Source: an optimization exercise on an open RTL-to-GDS flow (aim: small area and a short achievable clock period). Production flows keep margins and buffers that such runs may drop.
Function was checked by simulation only, so behaviour that the tests miss may differ from the original.
No activity file was given, so power comes from the tool's default toggle rates.

Design Design_Top, start of the top module:
module Design_Top (
    input  wire    CLK     ,
    input  wire    RST     , 
    input  wire    RX_IN   ,
    output wire    TX_OUT 
);
For scale: ~1400 cells after synthesis, ~260 flip-flops, ~13000 um^2 of cells after synthesis.
export LEC_CHECK = 0
export ABC_AREA = 1
export CAP_MARGIN = 0
export CORE_MARGIN = 2
export CORE_UTILIZATION = 55
export CTS_BUF_LIST = sky130_fd_sc_hd__clkbuf_16
export CTS_CLUSTER_DIAMETER = 80
export CTS_CLUSTER_SIZE = 30
export SLEW_MARGIN = 0
create_clock -name core_clock -period 35.0 [get_ports {CLK}]
standard.sh (not shown) runs the stock make flow with config.mk's settings and CLKGATE_MAP_FILE= SYNTH_SCRIPT=/design/flow/synth_recipe.tcl, a recipe that flattens the netlist after the stock synthesis.
==> flow/flow/run.sh <==
#!/bin/bash
# The standard layout, with the port buffers made of sky130 buf_4 cells
# (buffer_ports would otherwise pick the slow clkdlybuf4s50_1).
set -euo pipefail
bash standard.sh "BUFFER_PORTS_ARGS=-buffer_cell sky130_fd_sc_hd__buf_4" finish > standard.log 2>&1
Then changed:
==> flow/flow/run.sh (replaced) <==
#!/bin/bash
# The standard layout with two changes: the port buffers are sky130 buf_4
# cells (buffer_ports would otherwise pick the slow clkdlybuf4s50_1), and
# synthesis leaves adders to ABC instead of extracting half/full-adder cells
# first (ADDER_MAP_FILE empty). Registers are the standard synthesis's.
set -euo pipefail
bash standard.sh "BUFFER_PORTS_ARGS=-buffer_cell sky130_fd_sc_hd__buf_4" "ADDER_MAP_FILE=" finish > standard.log 2>&1
Outcome: Die area went down by 1.2%; worst hold slack improves by 0.0090 ns; clock-buffer cell count went down by 1; cell count went up by 4.8%; wire length went up by 3.0%; design area went down by 0.69%; combinational power went up by about 6%.

Setup of build 49:
Another version of the RTL of Design_Top (not shown whole).
Size in the first run: about 1400 cells after synthesis, roughly 4 I/O pins, ~13000 um2 of cells after synthesis.
export LEC_CHECK = 0
export ABC_AREA = 1
export CAP_MARGIN = 0
export CORE_MARGIN = 2
export CORE_UTILIZATION = 55
export CTS_BUF_LIST = sky130_fd_sc_hd__clkbuf_16
export CTS_CLUSTER_DIAMETER = 80
export CTS_CLUSTER_SIZE = 30
export SLEW_MARGIN = 0
create_clock -name core_clock -period 35.0 [get_ports {CLK}]
==> flow/flow/run.sh <==
#!/bin/bash
# The standard layout, with the port buffers made of sky130 buf_4 cells
# (buffer_ports would otherwise pick the slow clkdlybuf4s50_1), and timing
# repair asked to keep a larger setup margin.
set -euo pipefail
bash standard.sh "BUFFER_PORTS_ARGS=-buffer_cell sky130_fd_sc_hd__buf_4" "SETUP_SLACK_MARGIN=27.6" finish > standard.log 2>&1
What build 77 does differently from build 49 at the input level:
- a change of CTS_BUF_LIST from sky130_fd_sc_hd__clkbuf_16 to sky130_fd_sc_hd__clkbuf_8
- a change of CTS_CLUSTER_SIZE from 30 to 20
- a change of CTS_CLUSTER_DIAMETER from 80 to 60
==> flow/flow/run.sh <==
#!/bin/bash
# The standard layout, with the port buffers made of sky130 buf_4 cells
# (buffer_ports would otherwise pick the slow clkdlybuf4s50_1).
set -euo pipefail
bash standard.sh "BUFFER_PORTS_ARGS=-buffer_cell sky130_fd_sc_hd__buf_4" finish > standard.log 2>&1
Results
In the final reports, the cell area of build 77 is larger than that of build 49.
Going from build 49 to build 77, the part of the power in combinational logic was found to have gone down by 1.3 points.
Changes observed in build 77 relative to build 49: buffer count from post-CTS setup fixing did not really move; global-route met2 utilization now larger.
Clock-buffer cell count in build 77 is 10 higher than in build 49
Summary of build 77 over build 49: final cell count +21; switching power has increased; number of detailed-routing iterations run before antenna repair went down.
## Diff of input files: build 63 against build 77
- CTS_CLUSTER_SIZE changed from 20 to 25
- CTS_BUF_LIST changed from sky130_fd_sc_hd__clkbuf_8 to sky130_fd_sc_hd__clkbuf_8 sky130_fd_sc_hd__clkbuf_16
Notes after the runs:
Share of power burned in combinational logic is lower on build 63. Area overhead of the layout relative to synthesis (build 63 over build 77): increase, 2.1 points. Against build 77, build 63 reports a setup slack that is higher.

Another version of the RTL of Design_Top (not shown whole).
For scale: roughly 1100 cells after synthesis, roughly 260 flip-flops, roughly 4 I/O pins, ~11000 um^2 of cells after synthesis.
==> flow/config.mk <==
export PLATFORM = sky130hd
export DESIGN_NAME = Design_Top
export DESIGN_NICKNAME = Design_Top
export VERILOG_FILES = /design/flow/design.v
export SDC_FILE = /design/flow/constraint.sdc
export NUM_CORES = 4
export LEC_CHECK = 0
export ABC_AREA = 1
export CAP_MARGIN = 0
export CORE_MARGIN = 2
export CORE_UTILIZATION = 70
export CTS_BUF_LIST = sky130_fd_sc_hd__clkbuf_16
export CTS_CLUSTER_DIAMETER = 80
export CTS_CLUSTER_SIZE = 30
export SLEW_MARGIN = 0
==> flow/constraint.sdc <==
create_clock -name core_clock -period 35.0 [get_ports {CLK}]
set_input_delay 7.0000 -clock core_clock [delete_from_list [all_inputs] [get_ports {CLK}]]
set_output_delay 7.0000 -clock core_clock [all_outputs]
set_load 0.01 [all_outputs]
==> flow/flow/run.sh <==
#!/bin/bash
set -euo pipefail
W=$(pwd)
rm -rf "$W/orfs_scripts"
cp -r "$FLOW_HOME/scripts" "$W/orfs_scripts"
cp "$W/flow/abc_area.script" "$W/orfs_scripts/abc_area.script"
bash standard.sh "SCRIPTS_DIR=$W/orfs_scripts" \
    "BUFFER_PORTS_ARGS=-buffer_cell sky130_fd_sc_hd__buf_4" \
    "ADDER_MAP_FILE=" \
    "CTS_ARGS=-sink_clustering_enable -repair_clock_nets -sink_clustering_size 30 -sink_clustering_max_diameter 80 -buf_list sky130_fd_sc_hd__clkbuf_16 -dont_use_dummy_load" finish > standard.log 2>&1
==> flow/flow/abc_area.script <==
strash
&get -n
&deepsyn -T 150
&put
dch -f
amap
mfs2
strash
dch -f
amap
mfs2
strash
dch -f
amap
topo
==> next run, changes <==
==> flow/flow/run.sh (replaced) <==
#!/bin/bash
# The standard layout (the standard.sh) with three changes:
#  - the port buffers are sky130 buf_4 cells (buffer_ports would otherwise
#    pick the slow clkdlybuf4s50_1);
#  - synthesis leaves adders to ABC instead of extracting half/full-adder
#    cells first (ADDER_MAP_FILE empty);
#  - ABC maps the logic with flow/abc_area.script (area recovery with
#    choices and mfs2) instead of ORFS's abc_area.script. For that, ORFS's
#    scripts folder is copied here and only that file is replaced.
# Registers are mapped exactly as in the standard synthesis.
set -euo pipefail
W=$(pwd)
rm -rf "$W/orfs_scripts"
cp -r "$FLOW_HOME/scripts" "$W/orfs_scripts"
cp "$W/flow/abc_area.script" "$W/orfs_scripts/abc_area.script"
bash standard.sh "SCRIPTS_DIR=$W/orfs_scripts" \
    "BUFFER_PORTS_ARGS=-buffer_cell sky130_fd_sc_hd__buf_4" \
    "ADDER_MAP_FILE=" finish > standard.log 2>&1
==> flow/flow/abc_area.script (replaced) <==
strash
dch -f
map -a -B 0.9
mfs2
strash
dch -f
map -a -B 0.9
mfs2
strash
dch -f
map -a -B 0.9
topo
stime -c
upsize -c
dnsize -c
Effect: Critical path depth stays the same. Non-clock buffer count is lower by 1. Setup slack loses 0.0033 ns.
==> next run, changes <==
==> flow/flow/abc_area.script (replaced) <==
strash
&get -n
&deepsyn -T 60
&put
dch -f
amap
mfs2
strash
dch -f
amap
mfs2
strash
dch -f
amap
topo
What happened: Power drops by 13%; final cell count drops by 7.6%; worst hold slack degrades by 0.033 ns; non-clock buffer count is higher by 1; synthesized cell count goes down by 9.0%; clock-buffer cell count does not change; die area fell by 3.5%; sequential power went down by about 1%; core utilization decreases by 1.4 points.
==> next run, changes <==
==> flow/flow/run.sh (replaced) <==
#!/bin/bash
# The standard layout with two changes: the port buffers are sky130 buf_4
# cells (buffer_ports would otherwise pick the slow clkdlybuf4s50_1), and
# synthesis leaves adders to ABC instead of extracting half/full-adder cells
# first (ADDER_MAP_FILE empty). Registers are the standard synthesis's.
set -euo pipefail
bash standard.sh "BUFFER_PORTS_ARGS=-buffer_cell sky130_fd_sc_hd__buf_4" "ADDER_MAP_FILE=" finish > standard.log 2>&1
removed: flow/flow/abc_area.script
Outcome:
- setup slack improved by 0.0082 ns
- power increases by 11%
- global-route usage fell by 1.6 points
- cell area went up by 8.8%
- cell count went up by 22%
- non-clock buffer count went down by 1

## re-timing with driven ports
In the flow no input, the clock included, has a driving cell. The finished layouts below were timed again as built, in two steps.
Step 1 (the two cells are an assumption about what drives the block):
set clk [get_ports {CLK}]
set_driving_cell -lib_cell sky130_fd_sc_hd__clkbuf_16 $clk
set_driving_cell -lib_cell sky130_fd_sc_hd__buf_2 [delete_from_list [all_inputs] $clk]
Step 2 also shifts input and output timing later by t, the mid clock arrival at the registers, as if the neighbouring blocks saw the same clock.
Three values: no drivers, after step 1, after step 2; two values: the first two.
| run | t, ns | slack for setup (ns) | latest minus earliest clock arrival (ns) |
|---|---|---|---|
| the first run of note 1 | 0.552 | 26.955 / 26.904 / 27.150 | 0.031 / 0.031 |
| the second run of note 1 | 0.550 | 26.986 / 26.936 / 27.201 | 0.038 / 0.038 |
| build 49 | 0.552 | 26.997 / 26.943 / 27.223 | 0.032 / 0.032 |
| build 77 | 0.611 | 26.942 / 26.898 / 27.233 | 0.050 / 0.050 |
| build 63 | 0.581 | 26.983 / 26.935 / 27.234 | 0.049 / 0.048 |
| the first run of note 3 | 0.511 | 26.993 / 26.951 / 26.942 | 0.044 / 0.044 |
| the second run of note 3 | 0.532 | 26.990 / 26.944 / 26.590 | 0.034 / 0.034 |
| the third run of note 3 | 0.522 | 26.990 / 26.944 / 26.971 | 0.028 / 0.028 |
| the fourth run of note 3 | 0.536 | 26.999 / 26.954 / 27.155 | 0.026 / 0.026 |
After both steps every run listed still meets setup and hold. For the second run of note 3, which loses most, drivers alone change the setup slack by -0.046 ns; drivers and shift together by -0.400 ns.
